Source: an optimization exercise on an open RTL-to-GDS flow (aim: small area and a short achievable clock period). Production flows keep margins and buffers that such runs may drop. Function was checked by simulation only, so behaviour that the tests miss may differ from the original. Power figures rest on the tool's default switching activity, not on a simulated workload.

the baseline:
// chip_top
module chip_top
  ( input          clk_i
  , input          reset_i
  , input          v_i
  , input  [31:0]  a_i
  , input  [31:0]  b_i
  , output         v_o
  , output [63:0]  c_o
  );
For scale: ~35000 um2 of cells after synthesis.
export LEC_CHECK = 0
export CAP_MARGIN = 0
export CORE_MARGIN = 2
export CORE_UTILIZATION = 60
export SETUP_SLACK_MARGIN = 5.0
export SLEW_MARGIN = 0
create_clock -name core_clock -period 7.5 [get_ports {clk_i}]
standard.sh (not shown) runs the stock make flow with config.mk's settings and CLKGATE_MAP_FILE= SYNTH_SCRIPT=/design/flow/synth_recipe.tcl, a recipe that flattens the netlist after the stock synthesis.
==> flow/flow/run.sh <==
#!/bin/bash
# Layout flow: the standard ORFS flow, with a cleaner synthesis netlist.
#  2. the same synthesis again with one change: Yosys's pre-mapping 'abc -fast'
#     (in synth's fine step) is skipped (-noabc) except on the final adder,
#     so extract_fa maps the RTL's full adders without the inverters abc's
#     restructuring leaves between them.  Everything else (ORFS synth.tcl,
#     synth_recipe.tcl, -nofsm -noshare, flatten, renames, final abc
#     mapping) is unchanged.
#  3. flow/polfix.py removes inverters left between self-dual cells.
#  4. the netlist is used only if its registers (names and cell types) are
#     exactly the standard synthesis's; otherwise the standard one is used.
#  5. bash standard.sh finish for the rest of the layout.
# Each tool's output goes to a log file of its own in this folder.
set -u
R=orfs/results/${FLOW_PLATFORM}/chip_top/base
bash standard.sh synth > 1_synth_standard.log 2>&1 || exit 1
cp $R/1_2_yosys.v $R/1_2_yosys_standard.v

# step 2: same make command as standard.sh, own WORK_HOME and synthesis script
# own synthesis script: synth_recipe.tcl with its first line (the synth
# wrapper) replaced; flow/synth_wrap.tcl adds -noabc to synth's fine step
# and runs 'abc -fast' only on the final adder (the logic between the
# carry-save registers fx_r/fy_r and prod_n), which maps better that way.
{ cat flow/synth_wrap.tcl; tail -n +2 synth_recipe.tcl; } > synth_recipe_noabc.tcl
MK=$(grep -m1 '^make ' standard.sh | sed -e "s#SYNTH_SCRIPT=[^ ]*#SYNTH_SCRIPT=$PWD/synth_recipe_noabc.tcl#" -e "s#WORK_HOME=[^ ]*#WORK_HOME=$PWD/orfs_noabc#" -e 's#"${@:-finish}"#synth#')
echo "$MK" > 1_synth_noabc.cmd
ok=0
if bash -c "$MK" > 1_synth_noabc.log 2>&1; then
  N=orfs_noabc/results/${FLOW_PLATFORM}/chip_top/base/1_2_yosys.v
  if python3 flow/polfix.py $N $R/1_2_yosys_fixed.v > polfix.log 2>&1; then
    python3 - $R/1_2_yosys_standard.v $R/1_2_yosys_fixed.v > regcheck.log 2>&1 <<'PY' && ok=1
import re, sys
def regs(f):
    t = open(f).read()
    return sorted(re.findall(r'\n  (sky130_fd_sc_hd__(?:dfxtp|dfrtp|dfstp|dfbbp|dfrbp|dfxbp|edfxtp|sdf\w*|dl\w*)_\d+)\s+(\S+)', t))
a, b = regs(sys.argv[1]), regs(sys.argv[2])
print('registers: standard %d, new %d' % (len(a), len(b)))
sys.exit(0 if a == b and a else 1)
PY
  fi
fi
if [ $ok = 1 ]; then
  echo "using the -noabc netlist" >> regcheck.log
  cp $R/1_2_yosys_fixed.v $R/1_2_yosys.v
  rm -f $R/1_synth.odb $R/1_synth.sdc
else
  echo "using the standard netlist" >> regcheck.log
fi
bash standard.sh finish > 2_finish.log 2>&1
Other scripts of this flow, unchanged in this note and not shown: flow/flow/polfix.py, flow/flow/synth_wrap.tcl
The baseline has completed all stages; timing, DRC and antenna checks passed.
Relative to the baseline, the following input files were edited for the candidate:
-- flow/config.mk --
<<< the baseline, line 7
export LEC_CHECK = 0
export CAP_MARGIN = 0
export CORE_MARGIN = 2
export CORE_UTILIZATION = 60
export SETUP_SLACK_MARGIN = 5.0
export SLEW_MARGIN = 0
>>> the candidate, line 7
export LEC_CHECK = 0
export CAP_MARGIN = 20
export CORE_MARGIN = 2
export CORE_UTILIZATION = 60
export CTS_BUF_LIST = sky130_fd_sc_hd__clkbuf_8
export SETUP_SLACK_MARGIN = 5.0
export SLEW_MARGIN = 20
## What came out
[compare] base=the baseline new=the candidate: register-to-register slack now smaller; part of the cycle the worst path needs now larger; post-route non-filler standard cell count now larger; total detailed-routing wirelength now smaller. Power attributed to combinational cells delta (the baseline -> the candidate): insignificant. Compared to the baseline, the candidate has wire length of the first global-routing pass about 0.56% lower.

[static timing again, ports no longer ideal]
The flow's constraints put no driver on any port. The routed layouts listed below were extracted and timed again, unchanged, in two steps. Step 1: set_driving_cell puts a clkbuf_16 on clk_i and a buf_2 on each other input, an assumption about the parent block. Step 2 adds t to the input delays and takes it off the output delays; t is the mean of the earliest and latest rising clock arrival at the registers after step 1. Input paths then give back, and output paths get back, about the clock's delay inside the block. Slacks: ideal ports / drivers / drivers and shift; pairs: ideal ports / drivers.
run | shift t [ns] | setup slack, ns | latest minus earliest clock arrival (ns)
the baseline | 0.686 | 4.947 / 4.882 / 4.882 | 0.028 / 0.027
the candidate | 0.783 | 4.831 / 4.768 / 4.890 | 0.034 / 0.034
After both steps every run listed still meets setup and hold. For the baseline, which loses most, drivers alone change the setup slack by -0.065 ns; drivers and shift together by -0.065 ns.
